Context: an optimization exercise on an open-source flow, tuned for small area, a short achievable clock period and few clock cycles per item. The choices shown serve that exercise and are no tape-out recipe. The RTL was checked by simulation tests, not by an equivalence proof against the original design.

==> flow/design.v <==
module Multiplier(
  input          clock,
  input          reset,
  output         io_in_ready,
  input          io_in_valid,
  input  [64:0]  io_in_bits_0,
  input  [64:0]  io_in_bits_1,
  input          io_out_ready,
  output         io_out_valid,
  output [129:0] io_out_bits
);
  reg [64:0] _T;
  reg [64:0] _T_2;
  reg [129:0] _T_4;
  reg [129:0] _T_5;
  reg [129:0] _T_6;
  reg  _T_9;
  reg  _T_10;
  reg  _T_11;
  reg  _T_12;
  reg  busy;
  wire  _T_13 = ~busy;
  wire  _T_14 = io_in_valid & _T_13;
  wire  _GEN_0 = _T_14 | busy;
  assign io_in_ready = ~busy;
  assign io_out_valid = _T_12;
  assign io_out_bits = _T_6;
  always @(posedge clock) begin
    _T <= io_in_bits_0;
    _T_2 <= io_in_bits_1;
    _T_4 <= $signed(_T) * $signed(_T_2);
    _T_5 <= _T_4;
    _T_6 <= _T_5;
    _T_9 <= io_in_ready & io_in_valid;
    _T_10 <= _T_9;
    _T_11 <= _T_10;
    _T_12 <= _T_11;
    if (reset) begin
      busy <= 1'h0;
    end else if (io_out_valid) begin
      busy <= 1'h0;
    end else begin
      busy <= _GEN_0;
    end
  end
endmodule
module Divider(
  input          clock,
  input          reset,
  output         io_in_ready,
  input          io_in_valid,
  input  [63:0]  io_in_bits_0,
  input  [63:0]  io_in_bits_1,
  input          io_sign,
  output         io_out_valid,
  output [127:0] io_out_bits
);
  reg [2:0] state;
  wire  _T = state == 3'h0;
  wire  _T_1 = io_in_ready & io_in_valid;
  wire  newReq = _T & _T_1;
  wire  divBy0 = io_in_bits_1 == 64'h0;
  reg [128:0] shiftReg;
  wire [64:0] hi = shiftReg[128:64];
  wire [63:0] lo = shiftReg[63:0];
  wire  aSign = io_in_bits_0[63] & io_sign;
  wire [63:0] _T_4 = 64'h0 - io_in_bits_0;
  wire [63:0] aVal = aSign ? _T_4 : io_in_bits_0;
  wire  bSign = io_in_bits_1[63] & io_sign;
  wire [63:0] _T_7 = 64'h0 - io_in_bits_1;
  reg  aSignReg;
  wire  _T_8 = aSign ^ bSign;
  wire  _T_9 = ~divBy0;
  wire  _T_10 = _T_8 & _T_9;
  reg  qSignReg;
  reg [63:0] bReg;
  wire [64:0] _T_11 = {aVal,1'h0};
  reg [64:0] aValx2Reg;
  reg [5:0] value;
  wire  _T_12 = state == 3'h1;
  wire  _T_15 = |bReg[63:32];
  wire  _T_18 = |bReg[63:48];
  wire  _T_21 = |bReg[63:56];
  wire  _T_24 = |bReg[63:60];
  wire [1:0] _T_28 = bReg[62] ? 2'h2 : {{1'd0}, bReg[61]};
  wire [1:0] _T_29 = bReg[63] ? 2'h3 : _T_28;
  wire [1:0] _T_33 = bReg[58] ? 2'h2 : {{1'd0}, bReg[57]};
  wire [1:0] _T_34 = bReg[59] ? 2'h3 : _T_33;
  wire [1:0] _T_35 = _T_24 ? _T_29 : _T_34;
  wire [2:0] _T_36 = {_T_24,_T_35};
  wire  _T_39 = |bReg[55:52];
  wire [1:0] _T_43 = bReg[54] ? 2'h2 : {{1'd0}, bReg[53]};
  wire [1:0] _T_44 = bReg[55] ? 2'h3 : _T_43;
  wire [1:0] _T_48 = bReg[50] ? 2'h2 : {{1'd0}, bReg[49]};
  wire [1:0] _T_49 = bReg[51] ? 2'h3 : _T_48;
  wire [1:0] _T_50 = _T_39 ? _T_44 : _T_49;
  wire [2:0] _T_51 = {_T_39,_T_50};
  wire [2:0] _T_52 = _T_21 ? _T_36 : _T_51;
  wire [3:0] _T_53 = {_T_21,_T_52};
  wire  _T_56 = |bReg[47:40];
  wire  _T_59 = |bReg[47:44];
  wire [1:0] _T_63 = bReg[46] ? 2'h2 : {{1'd0}, bReg[45]};
  wire [1:0] _T_64 = bReg[47] ? 2'h3 : _T_63;
  wire [1:0] _T_68 = bReg[42] ? 2'h2 : {{1'd0}, bReg[41]};
  wire [1:0] _T_69 = bReg[43] ? 2'h3 : _T_68;
  wire [1:0] _T_70 = _T_59 ? _T_64 : _T_69;
  wire [2:0] _T_71 = {_T_59,_T_70};
  wire  _T_74 = |bReg[39:36];
  wire [1:0] _T_78 = bReg[38] ? 2'h2 : {{1'd0}, bReg[37]};
  wire [1:0] _T_79 = bReg[39] ? 2'h3 : _T_78;
  wire [1:0] _T_83 = bReg[34] ? 2'h2 : {{1'd0}, bReg[33]};
  wire [1:0] _T_84 = bReg[35] ? 2'h3 : _T_83;
  wire [1:0] _T_85 = _T_74 ? _T_79 : _T_84;
  wire [2:0] _T_86 = {_T_74,_T_85};
  wire [2:0] _T_87 = _T_56 ? _T_71 : _T_86;
  wire [3:0] _T_88 = {_T_56,_T_87};
  wire [3:0] _T_89 = _T_18 ? _T_53 : _T_88;
  wire [4:0] _T_90 = {_T_18,_T_89};
  wire  _T_93 = |bReg[31:16];
  wire  _T_96 = |bReg[31:24];
  wire  _T_99 = |bReg[31:28];
  wire [1:0] _T_103 = bReg[30] ? 2'h2 : {{1'd0}, bReg[29]};
  wire [1:0] _T_104 = bReg[31] ? 2'h3 : _T_103;
  wire [1:0] _T_108 = bReg[26] ? 2'h2 : {{1'd0}, bReg[25]};
  wire [1:0] _T_109 = bReg[27] ? 2'h3 : _T_108;
  wire [1:0] _T_110 = _T_99 ? _T_104 : _T_109;
  wire [2:0] _T_111 = {_T_99,_T_110};
  wire  _T_114 = |bReg[23:20];
  wire [1:0] _T_118 = bReg[22] ? 2'h2 : {{1'd0}, bReg[21]};
  wire [1:0] _T_119 = bReg[23] ? 2'h3 : _T_118;
  wire [1:0] _T_123 = bReg[18] ? 2'h2 : {{1'd0}, bReg[17]};
  wire [1:0] _T_124 = bReg[19] ? 2'h3 : _T_123;
  wire [1:0] _T_125 = _T_114 ? _T_119 : _T_124;
  wire [2:0] _T_126 = {_T_114,_T_125};
  wire [2:0] _T_127 = _T_96 ? _T_111 : _T_126;
  wire [3:0] _T_128 = {_T_96,_T_127};
  wire  _T_131 = |bReg[15:8];
  wire  _T_134 = |bReg[15:12];
  wire [1:0] _T_138 = bReg[14] ? 2'h2 : {{1'd0}, bReg[13]};
  wire [1:0] _T_139 = bReg[15] ? 2'h3 : _T_138;
  wire [1:0] _T_143 = bReg[10] ? 2'h2 : {{1'd0}, bReg[9]};
  wire [1:0] _T_144 = bReg[11] ? 2'h3 : _T_143;
  wire [1:0] _T_145 = _T_134 ? _T_139 : _T_144;
  wire [2:0] _T_146 = {_T_134,_T_145};
  wire  _T_149 = |bReg[7:4];
  wire [1:0] _T_153 = bReg[6] ? 2'h2 : {{1'd0}, bReg[5]};
  wire [1:0] _T_154 = bReg[7] ? 2'h3 : _T_153;
  wire [1:0] _T_158 = bReg[2] ? 2'h2 : {{1'd0}, bReg[1]};
  wire [1:0] _T_159 = bReg[3] ? 2'h3 : _T_158;
  wire [1:0] _T_160 = _T_149 ? _T_154 : _T_159;
  wire [2:0] _T_161 = {_T_149,_T_160};
  wire [2:0] _T_162 = _T_131 ? _T_146 : _T_161;
  wire [3:0] _T_163 = {_T_131,_T_162};
  wire [3:0] _T_164 = _T_93 ? _T_128 : _T_163;
  wire [4:0] _T_165 = {_T_93,_T_164};
  wire [4:0] _T_166 = _T_15 ? _T_90 : _T_165;
  wire [5:0] _T_167 = {_T_15,_T_166};
  wire [6:0] _GEN_18 = {{1'd0}, _T_167};
  wire [6:0] _T_168 = 7'h40 | _GEN_18;
  wire  _T_171 = |aValx2Reg[64];
  wire  _T_174 = |aValx2Reg[63:32];
  wire  _T_177 = |aValx2Reg[63:48];
  wire  _T_180 = |aValx2Reg[63:56];
  wire  _T_183 = |aValx2Reg[63:60];
  wire [1:0] _T_187 = aValx2Reg[62] ? 2'h2 : {{1'd0}, aValx2Reg[61]};
  wire [1:0] _T_188 = aValx2Reg[63] ? 2'h3 : _T_187;
  wire [1:0] _T_192 = aValx2Reg[58] ? 2'h2 : {{1'd0}, aValx2Reg[57]};
  wire [1:0] _T_193 = aValx2Reg[59] ? 2'h3 : _T_192;
  wire [1:0] _T_194 = _T_183 ? _T_188 : _T_193;
  wire [2:0] _T_195 = {_T_183,_T_194};
  wire  _T_198 = |aValx2Reg[55:52];
  wire [1:0] _T_202 = aValx2Reg[54] ? 2'h2 : {{1'd0}, aValx2Reg[53]};
  wire [1:0] _T_203 = aValx2Reg[55] ? 2'h3 : _T_202;
  wire [1:0] _T_207 = aValx2Reg[50] ? 2'h2 : {{1'd0}, aValx2Reg[49]};
  wire [1:0] _T_208 = aValx2Reg[51] ? 2'h3 : _T_207;
  wire [1:0] _T_209 = _T_198 ? _T_203 : _T_208;
  wire [2:0] _T_210 = {_T_198,_T_209};
  wire [2:0] _T_211 = _T_180 ? _T_195 : _T_210;
  wire [3:0] _T_212 = {_T_180,_T_211};
  wire  _T_215 = |aValx2Reg[47:40];
  wire  _T_218 = |aValx2Reg[47:44];
  wire [1:0] _T_222 = aValx2Reg[46] ? 2'h2 : {{1'd0}, aValx2Reg[45]};
  wire [1:0] _T_223 = aValx2Reg[47] ? 2'h3 : _T_222;
  wire [1:0] _T_227 = aValx2Reg[42] ? 2'h2 : {{1'd0}, aValx2Reg[41]};
  wire [1:0] _T_228 = aValx2Reg[43] ? 2'h3 : _T_227;
  wire [1:0] _T_229 = _T_218 ? _T_223 : _T_228;
  wire [2:0] _T_230 = {_T_218,_T_229};
  wire  _T_233 = |aValx2Reg[39:36];
  wire [1:0] _T_237 = aValx2Reg[38] ? 2'h2 : {{1'd0}, aValx2Reg[37]};
  wire [1:0] _T_238 = aValx2Reg[39] ? 2'h3 : _T_237;
  wire [1:0] _T_242 = aValx2Reg[34] ? 2'h2 : {{1'd0}, aValx2Reg[33]};
  wire [1:0] _T_243 = aValx2Reg[35] ? 2'h3 : _T_242;
  wire [1:0] _T_244 = _T_233 ? _T_238 : _T_243;
  wire [2:0] _T_245 = {_T_233,_T_244};
  wire [2:0] _T_246 = _T_215 ? _T_230 : _T_245;
  wire [3:0] _T_247 = {_T_215,_T_246};
  wire [3:0] _T_248 = _T_177 ? _T_212 : _T_247;
  wire [4:0] _T_249 = {_T_177,_T_248};
  wire  _T_252 = |aValx2Reg[31:16];
  wire  _T_255 = |aValx2Reg[31:24];
  wire  _T_258 = |aValx2Reg[31:28];
  wire [1:0] _T_262 = aValx2Reg[30] ? 2'h2 : {{1'd0}, aValx2Reg[29]};
  wire [1:0] _T_263 = aValx2Reg[31] ? 2'h3 : _T_262;
  wire [1:0] _T_267 = aValx2Reg[26] ? 2'h2 : {{1'd0}, aValx2Reg[25]};
  wire [1:0] _T_268 = aValx2Reg[27] ? 2'h3 : _T_267;
  wire [1:0] _T_269 = _T_258 ? _T_263 : _T_268;
  wire [2:0] _T_270 = {_T_258,_T_269};
  wire  _T_273 = |aValx2Reg[23:20];
  wire [1:0] _T_277 = aValx2Reg[22] ? 2'h2 : {{1'd0}, aValx2Reg[21]};
  wire [1:0] _T_278 = aValx2Reg[23] ? 2'h3 : _T_277;
  wire [1:0] _T_282 = aValx2Reg[18] ? 2'h2 : {{1'd0}, aValx2Reg[17]};
  wire [1:0] _T_283 = aValx2Reg[19] ? 2'h3 : _T_282;
  wire [1:0] _T_284 = _T_273 ? _T_278 : _T_283;
  wire [2:0] _T_285 = {_T_273,_T_284};
  wire [2:0] _T_286 = _T_255 ? _T_270 : _T_285;
  wire [3:0] _T_287 = {_T_255,_T_286};
  wire  _T_290 = |aValx2Reg[15:8];
  wire  _T_293 = |aValx2Reg[15:12];
  wire [1:0] _T_297 = aValx2Reg[14] ? 2'h2 : {{1'd0}, aValx2Reg[13]};
  wire [1:0] _T_298 = aValx2Reg[15] ? 2'h3 : _T_297;
  wire [1:0] _T_302 = aValx2Reg[10] ? 2'h2 : {{1'd0}, aValx2Reg[9]};
  wire [1:0] _T_303 = aValx2Reg[11] ? 2'h3 : _T_302;
  wire [1:0] _T_304 = _T_293 ? _T_298 : _T_303;
  wire [2:0] _T_305 = {_T_293,_T_304};
  wire  _T_308 = |aValx2Reg[7:4];
  wire [1:0] _T_312 = aValx2Reg[6] ? 2'h2 : {{1'd0}, aValx2Reg[5]};
  wire [1:0] _T_313 = aValx2Reg[7] ? 2'h3 : _T_312;
  wire [1:0] _T_317 = aValx2Reg[2] ? 2'h2 : {{1'd0}, aValx2Reg[1]};
  wire [1:0] _T_318 = aValx2Reg[3] ? 2'h3 : _T_317;
  wire [1:0] _T_319 = _T_308 ? _T_313 : _T_318;
  wire [2:0] _T_320 = {_T_308,_T_319};
  wire [2:0] _T_321 = _T_290 ? _T_305 : _T_320;
  wire [3:0] _T_322 = {_T_290,_T_321};
  wire [3:0] _T_323 = _T_252 ? _T_287 : _T_322;
  wire [4:0] _T_324 = {_T_252,_T_323};
  wire [4:0] _T_325 = _T_174 ? _T_249 : _T_324;
  wire [5:0] _T_326 = {_T_174,_T_325};
  wire [5:0] _T_327 = _T_171 ? 6'h0 : _T_326;
  wire [6:0] _T_328 = {_T_171,_T_327};
  wire [6:0] _T_330 = _T_168 - _T_328;
  wire  _T_331 = _T_330 >= 7'h3f;
  wire [6:0] _T_332 = _T_331 ? 7'h3f : _T_330;
  wire [6:0] _T_333 = divBy0 ? 7'h0 : _T_332;
  wire  _T_334 = state == 3'h2;
  wire [127:0] _GEN_19 = {{63'd0}, aValx2Reg};
  wire [127:0] _T_335 = _GEN_19 << value;
  wire  _T_336 = state == 3'h3;
  wire [64:0] _GEN_20 = {{1'd0}, bReg};
  wire  _T_337 = hi >= _GEN_20;
  wire [64:0] _T_339 = hi - _GEN_20;
  wire [64:0] _T_340 = _T_337 ? _T_339 : hi;
  wire [128:0] _T_343 = {_T_340[63:0],lo,_T_337};
  wire  _T_344 = value == 6'h3f;
  wire [5:0] _T_346 = value + 6'h1;
  wire  _T_348 = state == 3'h4;
  wire [5:0] _GEN_7 = _T_336 ? _T_346 : value;
  wire [5:0] _GEN_11 = _T_334 ? value : _GEN_7;
  wire [6:0] _GEN_12 = _T_12 ? _T_333 : {{1'd0}, _GEN_11};
  wire [6:0] _GEN_16 = newReq ? {{1'd0}, value} : _GEN_12;
  wire [63:0] r = hi[64:1];
  wire [63:0] _T_350 = 64'h0 - lo;
  wire [63:0] resQ = qSignReg ? _T_350 : lo;
  wire [63:0] _T_352 = 64'h0 - r;
  wire [63:0] resR = aSignReg ? _T_352 : r;
  assign io_in_ready = state == 3'h0;
  assign io_out_valid = state == 3'h4;
  assign io_out_bits = {resR,resQ};
  always @(posedge clock) begin
    if (reset) begin
      state <= 3'h0;
    end else if (newReq) begin
      state <= 3'h1;
    end else if (_T_12) begin
      state <= 3'h2;
    end else if (_T_334) begin
      state <= 3'h3;
    end else if (_T_336) begin
      if (_T_344) begin
        state <= 3'h4;
      end
    end else if (_T_348) begin
      state <= 3'h0;
    end
    if (!(newReq)) begin
      if (!(_T_12)) begin
        if (_T_334) begin
          shiftReg <= {{1'd0}, _T_335};
        end else if (_T_336) begin
          shiftReg <= _T_343;
        end
      end
    end
    if (newReq) begin
      aSignReg <= aSign;
    end
    if (newReq) begin
      qSignReg <= _T_10;
    end
    if (newReq) begin
      if (bSign) begin
        bReg <= _T_7;
      end else begin
        bReg <= io_in_bits_1;
      end
    end
    if (newReq) begin
      aValx2Reg <= _T_11;
    end
    if (reset) begin
      value <= 6'h0;
    end else begin
      value <= _GEN_16[5:0];
    end
  end
endmodule
module MDU(
  input         clock,
  input         reset,
  output        io_in_ready,
  input         io_in_valid,
  input  [63:0] io_in_bits_src1,
  input  [63:0] io_in_bits_src2,
  input  [6:0]  io_in_bits_func,
  output        io_out_valid,
  output [63:0] io_out_bits
);
  wire  mul_clock;
  wire  mul_reset;
  wire  mul_io_in_ready;
  wire  mul_io_in_valid;
  wire [64:0] mul_io_in_bits_0;
  wire [64:0] mul_io_in_bits_1;
  wire  mul_io_out_ready;
  wire  mul_io_out_valid;
  wire [129:0] mul_io_out_bits;
  wire  div_clock;
  wire  div_reset;
  wire  div_io_in_ready;
  wire  div_io_in_valid;
  wire [63:0] div_io_in_bits_0;
  wire [63:0] div_io_in_bits_1;
  wire  div_io_sign;
  wire  div_io_out_valid;
  wire [127:0] div_io_out_bits;
  wire  isDiv = io_in_bits_func[2];
  wire  _T_2 = ~io_in_bits_func[0];
  wire  isDivSign = isDiv & _T_2;
  wire  isW = io_in_bits_func[3];
  wire [64:0] _T_4 = {1'h0,io_in_bits_src1};
  wire [64:0] _T_6 = {io_in_bits_src1[63],io_in_bits_src1};
  wire  _T_10 = 2'h0 == io_in_bits_func[1:0];
  wire  _T_11 = 2'h1 == io_in_bits_func[1:0];
  wire  _T_12 = 2'h2 == io_in_bits_func[1:0];
  wire  _T_13 = 2'h3 == io_in_bits_func[1:0];
  wire [64:0] _T_14 = _T_10 ? _T_4 : 65'h0;
  wire [64:0] _T_15 = _T_11 ? _T_6 : 65'h0;
  wire [64:0] _T_16 = _T_12 ? _T_6 : 65'h0;
  wire [64:0] _T_17 = _T_13 ? _T_4 : 65'h0;
  wire [64:0] _T_18 = _T_14 | _T_15;
  wire [64:0] _T_19 = _T_18 | _T_16;
  wire [64:0] _T_23 = {1'h0,io_in_bits_src2};
  wire [64:0] _T_25 = {io_in_bits_src2[63],io_in_bits_src2};
  wire [64:0] _T_32 = _T_10 ? _T_23 : 65'h0;
  wire [64:0] _T_33 = _T_11 ? _T_25 : 65'h0;
  wire [64:0] _T_34 = _T_12 ? _T_23 : 65'h0;
  wire [64:0] _T_35 = _T_13 ? _T_23 : 65'h0;
  wire [64:0] _T_36 = _T_32 | _T_33;
  wire [64:0] _T_37 = _T_36 | _T_34;
  wire [31:0] _T_43 = io_in_bits_src1[31] ? 32'hffffffff : 32'h0;
  wire [63:0] _T_44 = {_T_43,io_in_bits_src1[31:0]};
  wire [63:0] _T_46 = {32'h0,io_in_bits_src1[31:0]};
  wire [63:0] _T_47 = isDivSign ? _T_44 : _T_46;
  wire [31:0] _T_52 = io_in_bits_src2[31] ? 32'hffffffff : 32'h0;
  wire [63:0] _T_53 = {_T_52,io_in_bits_src2[31:0]};
  wire [63:0] _T_55 = {32'h0,io_in_bits_src2[31:0]};
  wire [63:0] _T_56 = isDivSign ? _T_53 : _T_55;
  wire  _T_58 = ~isDiv;
  wire  _T_62 = io_in_bits_func[1:0] == 2'h0;
  wire [63:0] mulRes = _T_62 ? mul_io_out_bits[63:0] : mul_io_out_bits[127:64];
  wire [63:0] divRes = io_in_bits_func[1] ? div_io_out_bits[127:64] : div_io_out_bits[63:0];
  wire [63:0] res = isDiv ? divRes : mulRes;
  wire [31:0] _T_71 = res[31] ? 32'hffffffff : 32'h0;
  wire [63:0] _T_72 = {_T_71,res[31:0]};
  wire  _T_74 = io_in_ready & io_in_valid;
  reg  _T_75;
  wire  isDivReg = _T_74 ? isDiv : _T_75;
  Multiplier mul (
    .clock(mul_clock),
    .reset(mul_reset),
    .io_in_ready(mul_io_in_ready),
    .io_in_valid(mul_io_in_valid),
    .io_in_bits_0(mul_io_in_bits_0),
    .io_in_bits_1(mul_io_in_bits_1),
    .io_out_ready(mul_io_out_ready),
    .io_out_valid(mul_io_out_valid),
    .io_out_bits(mul_io_out_bits)
  );
  Divider div (
    .clock(div_clock),
    .reset(div_reset),
    .io_in_ready(div_io_in_ready),
    .io_in_valid(div_io_in_valid),
    .io_in_bits_0(div_io_in_bits_0),
    .io_in_bits_1(div_io_in_bits_1),
    .io_sign(div_io_sign),
    .io_out_valid(div_io_out_valid),
    .io_out_bits(div_io_out_bits)
  );
  assign io_in_ready = isDiv ? div_io_in_ready : mul_io_in_ready;
  assign io_out_valid = isDivReg ? div_io_out_valid : mul_io_out_valid;
  assign io_out_bits = isW ? _T_72 : res;
  assign mul_clock = clock;
  assign mul_reset = reset;
  assign mul_io_in_valid = io_in_valid & _T_58;
  assign mul_io_in_bits_0 = _T_19 | _T_17;
  assign mul_io_in_bits_1 = _T_37 | _T_35;
  assign mul_io_out_ready = 1'h1;
  assign div_clock = clock;
  assign div_reset = reset;
  assign div_io_in_valid = io_in_valid & isDiv;
  assign div_io_in_bits_0 = isW ? _T_47 : io_in_bits_src1;
  assign div_io_in_bits_1 = isW ? _T_56 : io_in_bits_src2;
  assign div_io_sign = isDiv & _T_2;
  always @(posedge clock) begin
    _T_75 <= io_in_bits_func[2];
  end
endmodule
==> flow/run.sh <==
#!/bin/bash
# synth_recipe.tcl (not shown) runs the flow's synth.tcl, then flattens the netlist and writes it again
# the make line also repeats each setting of config.mk as NAME=value (left out here)
make -C /OpenROAD-flow-scripts/flow DESIGN_CONFIG=/design/flow/config.mk WORK_HOME=/design/flow/orfs CLKGATE_MAP_FILE= SYNTH_SCRIPT=/design/flow/synth_recipe.tcl finish
==> flow/config.mk <==
export PLATFORM = sky130hd
export DESIGN_NAME = MDU
export DESIGN_NICKNAME = MDU
export VERILOG_FILES = /design/flow/design.v
export SDC_FILE = /design/flow/constraint.sdc
export NUM_CORES = 4
export LEC_CHECK = 0
export CAP_MARGIN = 20
export CORE_MARGIN = 2
export CORE_UTILIZATION = 40
export SLEW_MARGIN = 20
==> flow/constraint.sdc <==
create_clock -name core_clock -period 10.5 [get_ports {clock}]
set_input_delay 2.1000 -clock core_clock [delete_from_list [all_inputs] [get_ports {clock}]]
set_output_delay 2.1000 -clock core_clock [all_outputs]
set_load 0.01 [all_outputs]
==> results.tsv <==
stage	metric	value	unit
synthesis	area leader, netlist	fa_1	
clock_network	clock sink total	788	
global_routing	vias in the first global route	142085	
cells_and_area	Final Non-Filler Cells	24821	
synthesis	simple-gate share of the synthesized area	0.1553	
clock_network	CTS tree	yes	
synthesis	most common cell in the netlist	fa_1	
clock_network	CTS root buffer	clkbuf_16	
critical_path	CP top delay family	adder cells	
clock_network	Clk Latency, worst-skew pair	0.79	ns
sta	Final Max Slew Viols	0	
synthesis	largest family of logic cells by synthesized area	adder cells	
route	DR WL/cell	24.71	um
cells_and_area	share of layout cells above drive strength 1	0.05262	
synthesis	Syn Inst Count	19203	
route	Initial DRT Pass Iterations	6	
synthesis	sequential-to-total area share from yosys stat	0.1024	
critical_path	CP required	11.12	ns
route	starting DRC count in detailed routing	11379	
floorplanning	Die Height	673.5	um
critical_path	Critical Path AT	10.91	ns
synthesis	Synth Area in Compound Gates	0.05477	
global_routing	GRT Residual Overflow	0	
synthesis	ys async rst share	0	
synthesis	Synth Area in Adders	0.5353	
critical_path	largest stage delay on the critical path	1.02	ns
sta	post-layout minimum cycle time	10.29	ns
critical_path	Crit path buffers/inverters	11	
floorplanning	I/O pin count	204	
global_routing	Total GRT Usage	0.2741	
critical_path	Critical Path End Type	flop	
placed_design	post-place setup slack	-0.06765	ns
cells_and_area	filler cell count	43372	
sta	relative slew slack	0.1551	
synthesis	Post-Syn Area	0.1793	mm2
route	DRC viols	0	
sta	Setup WS post-layout	0.2127	ns
clock_network	Hold Buf Count CTS	0	
min_path	Hold Crit Class	reg -> reg	
global_routing	largest net degree at the start of global routing	87	
run_status	status	complete, no violations	
sta	Achievable Freq	97.21	MHz
floorplanning	Initial Utilization	0.4023	
synthesis	Yosys warnings	3	
route	via count	132351	
critical_path	CP max stage cell	dfxtp_2	
placed_design	I/O Buffers	200	
cells_and_area	area grow syn2layout	7.637	%
critical_path	startpoint types	flop	
sta	Worst Tran Pin Value	1.263	ns
clock_network	htree depth	3	
cells_and_area	Final nets	23867	
synthesis	number of synthesized flops with an enable pin	259	
synthesis	mux cell area share after synthesis	0.01650	
floorplanning	core area	0.4457	mm2
placed_design	placed insts	24567	
floorplanning	Die Area	0.4536	mm2
sta	clk_skew	0.07361	ns
placed_design	DP Wirelength	500.3	mm
sta	Final Setup Violations	0	
clock_network	clock transition at the registers of the reported paths	0.07	ns
critical_path	worst-path fanout max	30	
critical_path	Critical Path Most Common Cell	fa_1	
clock_network	clock buffer depth	3	
sta	Tcrit/Tclk final	0.9797	
synthesis	Yosys cell types	83	
synthesis	Yosys top cell area share	0.4991	
global_routing	antenna violations before repair	86	
global_routing	first-pass GRT wire length	923.1	mm
synthesis	synth cell count leaders	fa_1, inv_1, nand2_1	
sta	Final Hold Fails	0	
placed_design	final RePlAce weighted congestion	0.9683	
route	vias per inst	5.332	
synthesis	XOR/XNOR share of the synthesized area	0.02086	
synthesis	Top FF cell, synth	dfxtp_1	
critical_path	Worst Path Class, Setup	reg -> reg	
floorplanning	row count	245	
synthesis	Mapped Nets	24331	
synthesis	Area contributors post-synth	fa_1, inv_1, and2_1	
synthesis	#FFs+latches synth	788	
clock_network	CTS Buf Count	92	
route	Antenna Nets Post-Route	0	
floorplanning	Die Width	673.5	um
synthesis	syn_area_per_cell	9.338	um2
job	Max Cap Viol	0	
cells_and_area	fin util	0.4330	
route	wirelength, routed	613.4	mm
==> repair_timing <==
action                                  CTS  global route
pin swaps                                 0             0
setup buffers                             0             3
endpoints found under the setup margin    5            21
resized for setup                         4            59
cloned                                    0             3
==> area by class of cell <==
cell class / instances / area, um2 / area share
sequential: 788 / 18610 / 0.09642
clock buffer: 125 / 2596 / 0.01345
tap: 5928 / 7417 / 0.03843
antenna: 78 / 195.2 / 0.001011
timing repair buffer: 750 / 7495 / 0.03883
multi-input combinational: 12934 / 140500 / 0.7278
inverter: 4173 / 15670 / 0.08121
clock inverter: 45 / 551.8 / 0.002859
==> state kept, by name, summed over array words and instances, names as in the netlist, 6 cells and up <==
name and flops:
div.shiftReg 129, mul._T_4 128, mul._T_5 128, mul._T_6 128, mul._T 65, mul._T_2 65, div.aValx2Reg 64, div.bReg 64
div.value 6
==> cells in the final DEF (no fill, tap or decap), types with 26 or more instances in the layout <==
cell type,n
nand4_1,73
mux2_2,34
nand2b_1,48
or3_1,45
a31oi_1,51
a21o_1,127
clkdlybuf4s50_1,196
inv_1,4165
o22ai_1,30
edfxtp_1,259
o211ai_1,45
and3_1,26
o21bai_1,59
a221oi_1,28
buf_4,438
nor2b_1,35
nor3_1,102
nor4_1,56
and2_1,2087
nand3_1,63
o21ai_0,466
xnor2_1,260
or4_1,28
a21oi_1,438
dfxtp_4,29
o21a_1,31
nor2_1,410
nand2_1,2684
dfxtp_2,106
buf_12,99
fa_1,4467
a211oi_1,38
xor2_1,167
ha_1,517
dfxtp_1,394
mux2i_1,138
mux4_2,53
clkbuf_16,97
o31ai_1,76
diode_2,78
==> cells by family after synthesis <==
family | after synthesis
and+or+nand+nor | 5705
buffers and inverters | 5481
adders and majority gates | 4990
AOI/OAI and AO/OA | 1587
DFF | 788
xor gates and xnor gates | 427
muxes | 225
==> path summary, 6_finish.rpt <==
| check | slack [ns] | cells past startpoint | to | from |
|---|---|---|---|---|
| min reg2reg | 0.29 | 0 | mul._T_5[46] | mul._T_4[46] |
| max | 0.21 | 35 | mul._T_4[124] | mul._T[2] |
| min | 0.29 | 0 | mul._T_5[46] | mul._T_4[46] |
| max reg2reg | 0.21 | 35 | mul._T_4[124] | mul._T[2] |
==> layer usage <==
metal	track usage	up-vias	part of all wire
met4	0.1347	18	0.058
met2	0.4499	5623	0.47
met5	0	-	0.00019
li1	-	55494	-
met3	0.04172	1304	0.077
met1	0.3547	69912	0.39
==> through the flow <==
step	cell area, um2	hold slack, ns	setup TNS, ns
6_report	193000	0.2933	0
3_5_place_dp	189400	0.3121	-0.1219
5_1_grt	192900	0.3028	-0.001785
2_1_floorplan	179300	0.3096	0
3_3_place_gp	189400	0.3101	-0.04777
4_1_cts	192500	0.3089	0
Testbench counts, summed over its fixed seeds: cycles 33,298, items 3,200.

-- re-timing with driven ports --
Ports are ideal in the flow. The routed layout listed here was re-timed in OpenROAD. Step 1 (the two cells are an assumption about what drives the block):
set clk [get_ports {clock}]
set_driving_cell -lib_cell sky130_fd_sc_hd__clkbuf_16 $clk
set_driving_cell -lib_cell sky130_fd_sc_hd__buf_2 [delete_from_list [all_inputs] $clk]
Step 2 also shifts input and output timing later by t, the mid clock arrival at the registers, as if the neighbouring blocks saw the same clock. a / b / c = ideal / step 1 / step 2; a / b = the first two.
t (ns): 0.846
slack for setup (ns): 0.213 / 0.213 / 0.213
latest minus earliest clock arrival (ns): 0.077 / 0.077
worst data-port slew with drivers (ns): 0.22
pins driven straight from the clock port: 1
After both steps setup and hold are still met in this run. For this run, drivers alone change the setup slack by 0.000 ns; drivers and shift together by 0.000 ns.
